This design comes from an exercise in tuning for small area and a short achievable clock period on the open sky130 flow, not from production work. Function was checked by simulation only, so behaviour that the tests miss may differ from the original.

## flow/design.v (module list and top-level ports; edited modules follow where they fit)
// module sine_q: 66 lines
// module lockin_mul: 320 lines
// module xy_mul: 2170 lines
// module opo_locking: 398 lines
module opo_locking #(
	parameter integer CART_LENGTH = 24,
	parameter integer SINUSOID_LENGTH = 16,
	parameter integer ADC_LENGTH = 14,
	parameter integer COUNTER_LENGTH = 32,
	parameter integer UPPERBOUND_COUNTOUT = 15,
	parameter integer LOWERBOUND_COUNTOUT = 6
)(
input wire [ADC_LENGTH-1:0]adc_dat_a_i,
input wire [ADC_LENGTH-1:0]adc_dat_b_i,
input wire clk,
input wire user_cntr,
input wire rst,
input wire [COUNTER_LENGTH-1:0]inc_in,
input wire sinc_in,
output wire [CART_LENGTH-1:0]x_out,
output wire [CART_LENGTH-1:0]y_out,
output wire [SINUSOID_LENGTH-1:0]cos_out,
output wire [SINUSOID_LENGTH-1:0]sin_out
);
  // ...
==> flow/flow/run.sh <==
#!/bin/bash
# Standard layout, used to inspect the work folder.
set -e
ls -la > ls.log 2>&1
cat standard.sh > standard_copy.log
bash standard.sh > standard.log 2>&1
==> flow/standard.sh <==
#!/bin/bash
# synth_recipe.tcl (not shown) runs the flow's synth.tcl, then flattens the netlist and writes it again
# the make line also repeats each setting of config.mk as NAME=value (left out here)
make -C /OpenROAD-flow-scripts/flow DESIGN_CONFIG=/design/flow/config.mk WORK_HOME=/design/flow/orfs CLKGATE_MAP_FILE= SYNTH_SCRIPT=/design/flow/synth_recipe.tcl "${@:-finish}"
==> flow/config.mk <==
export PLATFORM = sky130hd
export DESIGN_NAME = opo_locking
export DESIGN_NICKNAME = opo_locking
export VERILOG_FILES = /design/flow/design.v
export SDC_FILE = /design/flow/constraint.sdc
export NUM_CORES = 8
export LEC_CHECK = 0
export ABC_AREA = 1
export CAP_MARGIN = 20
export CORE_MARGIN = 2
export CORE_UTILIZATION = 40
export SLEW_MARGIN = 20
export SYNTH_MEMORY_MAX_BITS = 65536
==> flow/constraint.sdc <==
create_clock -name core_clock -period 11.0 [get_ports {clk}]
set_input_delay 2.2000 -clock core_clock [delete_from_list [all_inputs] [get_ports {clk}]]
set_output_delay 2.2000 -clock core_clock [all_outputs]
set_load 0.01 [all_outputs]
==> results.toml, run 1 <==
[clock_tree]
cts_max_path_buffers = 3
cts_resized = 0
clk_latency_ns = 0.79
clockRootBuffer = "clkbuf_16"

[layout]
final_cell_mix = "inv_1, nand2_1, xor2_1, o22ai_1, fa_1"
nets = 11516
seq_share = 0.189
clkbuf_count = 130

[floorplan]
n_tap_cell = 2640
die_w_um = 449

[setup_path]
cp-end-kind = "register"
path_delay_family = "buffers and inverters"
worstSetupStartpoint = "inc_q[9]$_DFF_P_"
critPathLaunchType = "register"
r2r_slack_ns = 5.40
slowest_stage = "clkinv_1"

[timing]
final.setup.tns_ns = 0
finalMaxSlewViolations = 0
rsz0062_at_grt = "false"

[placement]
placed_cells = 12809

[synth]
synth_async_sr_flop_share = 0.0139
synth_compound_area_frac = 0.155
yosysWarnings = 2
avgSynthCellArea_um2 = 7.55
yosysMostFrequentCell = "inv_1"

[route]
wl_per_cell_um = 23.5
routed_wl_mm = 306
wl_met2_mm = 133

[global_route]
grtUsageTotal = 0.295
antenna_found_initial = 8
grt_pass1_vias = 73620

[status]
status = "complete, no violations"

[hold_path]
min_path_type = "register to register"
==> run 2, diff against run 1 <==
==> flow/flow/run.sh (replaced) <==
#!/bin/bash
set -euo pipefail
bash standard.sh SETUP_SLACK_MARGIN=7.0 finish > standard_make.log 2>&1
==> results.toml, run 2 <==
[clock_tree]
cts_tree = "done"
htree_levels = 3
clk_pin_slew_worst_paths_ns = 0.08
clockRootBuffer = "clkbuf_16"
cts_max_path_buffers = 3
hold_buffers = 0
cts_buffers = 101
clkSinkCount = 791
clk_latency_ns = 0.79

[floorplan]
ios = 144
coreArea_mm2 = 0.197
start_util = 0.402
rows = 163
die_w_um = 449
fp.dieArea_mm2 = 0.201
die_y_um = 449

[layout]
areaGrowthSynthToFinish_pct = 11.6
nets = 11578
final_common_cell = "inv_1"
design_area_mm2 = 0.0883
final_cell_mix = "inv_1, nand2_1, xor2_1, o22ai_1, fa_1"
layout-drive-gt1-share = 0.0630

[synth]
synth_edf_count = 46
yosys.area.top_type = "dfxtp_1"
synth_common_cells = "inv_1, nand2_1, xor2_1"
synthFlopType = "dfxtp_1"
yosysTopAreaCellShare = 0.186
synth_async_sr_flop_share = 0.0139
seq_area_frac_synth = 0.207
yosysWarnings = 2
synth_area_mm2 = 0.0791
syn-num-nets = 11729
avgSynthCellArea_um2 = 7.55
yosysMostFrequentCell = "inv_1"
ys_seq_elements = 791
yosysUniqueCellTypes = 57
syn-instance-count = 10486
synthTopCellsByArea = "dfxtp_1, fa_1, xor2_1, inv_1, ha_1"

[timing]
rsz0062_at_grt = "true"
fmax_mhz = 250
tightest_slew_ns = 1.04
finalMaxSlewViolations = 0
slew_headroom = 0.304
hold_viol = 0
finalCritPeriodShare = 0.364
final.setup.tns_ns = 0
finClkSkew_ns = 0.0600
finalSetupViolations = 0
finalCriticalPeriod_ns = 4.01

[route]
wl_per_cell_um = 23.9
viasPerCell = 5.67
remaining_drc_errors = 0
ant_nets = 0
first_iter_violations = 8612
first_pass_iters = 10
routed_wl_mm = 312
vias = 74113

[hold_path]
min_path_type = "register to register"

[global_route]
grt_pass1_vias = 73892
antenna_found_initial = 9
grt_first_pass_wirelength_mm = 459
grtUsageTotal = 0.296
overflow = 0
grt_max_degree = 96

[setup_path]
critPathMaxFanout = 17
crit_top_cell = "fa_1"
crit_required_ns = 11.65
arrival_ns = 4.66
path_cells = "buf_12, clkinv_8, nor2_2, o21ai_4, buf_12, clkbuf_16, o22ai_1, xor2_1, fa_1, fa_1, inv_1, fa_1, fa_1"
critPathLaunchType = "register"
slowest_delay_ns = 0.54
path_class = "register to register"
cp-end-kind = "register"
slowest_stage = "fa_1"

[placement]
place_area_mm2 = 0.0828
port_buffers = 143
detailed_place_hpwl_mm = 220
place.gp.congestion = 1.00

[status]
status = "complete, no violations"

[run]
drv_cap = 0
[run 2: cell counts after synthesis]
No cell type changed its count.
[run 2: cell type report]
| type | count | area, µm² |
|---|---|---|
| inverters | 2034 | 7750 |
| repair buffers | 351 | 3820 |
| well taps | 2640 | 3300 |
| fillers | 19835 | 109000 |
| diodes | 3 | 7.51 |
| multi-input cells | 7056 | 53200 |
| flip-flops and latches | 791 | 16500 |
| clock buffers | 130 | 2770 |
| clock inverters | 59 | 970 |
[run 2: logic make-up after synthesis]
kind of cell | Yosys count | share of synthesized area
buffers and inverters | 2642 | 0.130
xor gates and xnor gates | 947 | 0.105
muxes | 40 | 0.00509
adders and majority gates | 1179 | 0.255
other | 1 | 0.0000474
AOI/OAI and AO/OA | 2150 | 0.155
and+or+nand+nor | 2736 | 0.142
DFF | 791 | 0.207
[run 2: worst paths after layout]
check | startpoint | endpoint | slack, ns | cells past startpoint
min | g2$_DFF_P_ | g3$_DFF_P_ | 0.33 | 0
max in group asynchronous | rst | stn[5]$_DFF_PN0_ | 8.36 | 1
min in group asynchronous | rst | stn[0]$_DFF_PN0_ | 1.96 | 1
max reg2reg | inc_q[9]$_DFF_P_ | xy_mul_inst.b_q1033$_DFF_P_ | 6.99 | 13
min reg2reg | g2$_DFF_P_ | g3$_DFF_P_ | 0.33 | 0
max | inc_q[9]$_DFF_P_ | xy_mul_inst.b_q1033$_DFF_P_ | 6.99 | 13
[run 2: layer usage]
metal	part of all wire	routed length, µm	GRT usage	up-vias
met1	0.40	125000	0.385	35402
met3	0.10	32600	0.0694	1176
li1	-	-	-	33152
met2	0.43	135000	0.460	4377
met5	0.00034	107	0	-
met4	0.060	18900	0.150	6
[run 2: what timing repair did]
| action | in CTS | in global routing |
|---|---|---|
| resized for setup | 183 | 128 |
| setup endpoints to repair | 248 | 141 |
| buffers inserted | 8 | 32 |
| gates cloned | 4 | 19 |
| pin swaps | 3 | 9 |
[run 2: critical path: cells and delay by family, from the launching register on]
family	cells	cell delay, ns
flip-flops	1	0.41
buffers and inverters	5	0.81
AO/OA/AOI/OAI	2	0.22
XOR/XNOR	1	0.24
adder cells (fa/ha/maj)	4	1.95
AND/OR/NAND/NOR	1	0.22
[run 2: through the flow]
step           hold slack, ns  utilization  std cells  setup WS (ns)
2_1_floorplan           0.310            -      10486           7.03
3_3_place_gp            0.314        0.420      12809           5.71
3_5_place_dp            0.313        0.420      12809           5.64
4_1_cts                 0.351        0.442      13010           6.98
5_1_grt                 0.338        0.448      13062           6.89
6_report                0.334        0.448      13064           6.99
==> run 3, diff against run 2 <==
==> flow/run.sh (new file) <==
#!/bin/bash
# synth_recipe.tcl (not shown) runs the flow's synth.tcl, then flattens the netlist and writes it again
# the make line also repeats each setting of config.mk as NAME=value (left out here)
make -C /OpenROAD-flow-scripts/flow DESIGN_CONFIG=/design/flow/config.mk WORK_HOME=/design/flow/orfs CLKGATE_MAP_FILE= SYNTH_SCRIPT=/design/flow/synth_recipe.tcl finish
removed: flow/flow/run.sh
removed: flow/standard.sh
==> results.toml, run 3 <==
[floorplan]
rows = 163
coreArea_mm2 = 0.197
fp.dieArea_mm2 = 0.201
die_y_um = 449
die_w_um = 449
start_util = 0.402
ios = 144

[setup_path]
cp-end-kind = "register"
worstSetupStartpoint = "inc_q[9]$_DFF_P_"
path_class = "register to register"
critPathLaunchType = "register"
crit_required_ns = 11.63
reg2reg_from = "inc_q[9]$_DFF_P_"
arrival_ns = 6.23
critPathMaxFanout = 34

[synth]
synth_async_sr_flop_share = 0.0139
yosysTopAreaCellShare = 0.186
yosys.area.top_type = "dfxtp_1"
yosysWarnings = 2
yosysMostFrequentCell = "inv_1"
synth_edf_count = 46
syn-num-nets = 11729
syn-instance-count = 10486
synthFlopType = "dfxtp_1"
avgSynthCellArea_um2 = 7.55
synth_area_mm2 = 0.0791
synthTopCellsByArea = "dfxtp_1, fa_1, xor2_1, inv_1, ha_1"
synth_common_cells = "inv_1, nand2_1, xor2_1"
yosysUniqueCellTypes = 57
ys_seq_elements = 791
seq_area_frac_synth = 0.207

[timing]
final.setup.tns_ns = 0
finalCritPeriodShare = 0.509
tightest_slew_ns = 1.25
finalSetupViolations = 0
finClkSkew_ns = 0.0613
rsz0062_at_grt = "false"
fmax_mhz = 179
hold_slack_ns = 0.335
hold_viol = 0
finalCriticalPeriod_ns = 5.60
finalMaxSlewViolations = 0
slew_headroom = 0.167

[global_route]
overflow = 0
grt_max_degree = 96
grtUsageTotal = 0.295
grt_first_pass_wirelength_mm = 457
grt_pass1_vias = 73620
antenna_found_initial = 8

[placement]
port_buffers = 143
place.gp.congestion = 1.00
place_area_mm2 = 0.0828
detailed_place_hpwl_mm = 220

[clock_tree]
clkSinkCount = 791
clockRootBuffer = "clkbuf_16"
hold_buffers = 0
clk_pin_slew_worst_paths_ns = 0.08
cts_resized = 0
post_cts_buffers = 0
cts_max_path_buffers = 3
cts_buffers = 101
cts_tree = "done"
htree_levels = 3
clk_latency_ns = 0.79

[hold_path]
min_path_type = "register to register"
worstHoldStart = "g2$_DFF_P_"

[run]
drv_cap = 0

[status]
status = "complete, no violations"

[layout]
layout-drive-gt1-share = 0.0453
register_area_mm2 = 0.0164
nets = 11516
fill_cells = 20029
design_area_mm2 = 0.0865
final_common_cell = "inv_1"
postLayoutCoreUtil = 0.439
multi_input_area_mm2 = 0.0529
areaGrowthSynthToFinish_pct = 9.37
final_cell_mix = "inv_1, nand2_1, xor2_1, o22ai_1, fa_1"

[route]
routed_wl_mm = 306
first_iter_violations = 8001
wl_per_cell_um = 23.5
ant_nets = 0
remaining_drc_errors = 0
viasPerCell = 5.64
vias = 73361
first_pass_iters = 6
-- run 3: cell counts after synthesis --
No cell type changed its count.
-- run 3: metrics by stage --
step / setup WS (ns) / std cells
after floorplan: 7.03 / 10486
after global placement: 5.71 / 12809
after detailed placement: 5.64 / 12809
after CTS: 5.56 / 12998
after global routing: 5.35 / 13000
final: 5.40 / 13001
-- run 3: final cells by class --
cell class	instances	area share
repair buffers	292	0.0298
multi-input cells	7053	0.611
inverters	2034	0.0883
clock buffers	130	0.0320
clock inverters	59	0.0112
flip-flops and latches	791	0.189
well taps	2640	0.0382
diodes	2	0.0000578
-- run 3: final timing paths --
check / endpoint / slack (ns) / cells after the start
min in group asynchronous: stn[0]$_DFF_PN0_ / 1.95 / 1
max: xy_mul_inst.b_q997$_DFF_P_ / 5.40 / 13
min reg2reg: g3$_DFF_P_ / 0.34 / 0
max reg2reg: xy_mul_inst.b_q997$_DFF_P_ / 5.40 / 13
max in group asynchronous: g1$_DFF_PN0_ / 8.43 / 1
min: g3$_DFF_P_ / 0.34 / 0
-- run 3: metal layers --
| metal | share of wire | track usage |
|---|---|---|
| met5 | 0.0000098 | 0 |
| met1 | 0.40 | 0.383 |
| met4 | 0.060 | 0.150 |
| met3 | 0.10 | 0.0682 |
| met2 | 0.43 | 0.458 |
-- run 3: cells by family after synthesis --
family	synth area share
compound gates	0.155
xor+xnor	0.105
fa+ha+maj	0.255
buf+inv	0.130
flops	0.207
mux	0.00509
other cells	0.0000474
simple gates	0.142
-- run 3: critical path, cell delays in order, from the launching register on --
cell and delay, ns:
dfxtp_2 0.31, buf_4 0.56, clkinv_1 1.00, nor2_1 0.44, o21ai_2 0.35, buf_4 0.38, o22ai_1 0.19, xor2_1 0.12
fa_1 0.53, inv_1 0.06, fa_1 0.50, inv_1 0.05, fa_1 0.52, fa_1 0.42

==> what the ideal ports hide <==
No port has a modelled driver above. Below, the same layouts with a new extraction and two added sets of constraints. Step 1, drivers: a clkbuf_16 drives clk and a buf_2 each remaining input, both assumed. Step 2 times the ports against the registers' clock, not the clock port: input delays grow and output delays shrink by t, the midpoint of the rising clock arrivals with the driver on. Three values: ideal, step 1, step 2; two values: the first two.
run | t, ns | slack for setup (ns) | worst register clock-pin slew, ns
run 1 | 0.843 | 5.403 / 5.403 / 5.403 | 0.08 / 0.08
run 2 | 0.843 | 6.994 / 6.960 / 6.506 | 0.08 / 0.08
run 3 | 0.843 | 5.403 / 5.403 / 5.403 | 0.08 / 0.08
After both steps setup and hold are still met in every run listed. For run 2, which loses most, drivers alone change the setup slack by -0.034 ns; drivers and shift together by -0.488 ns.
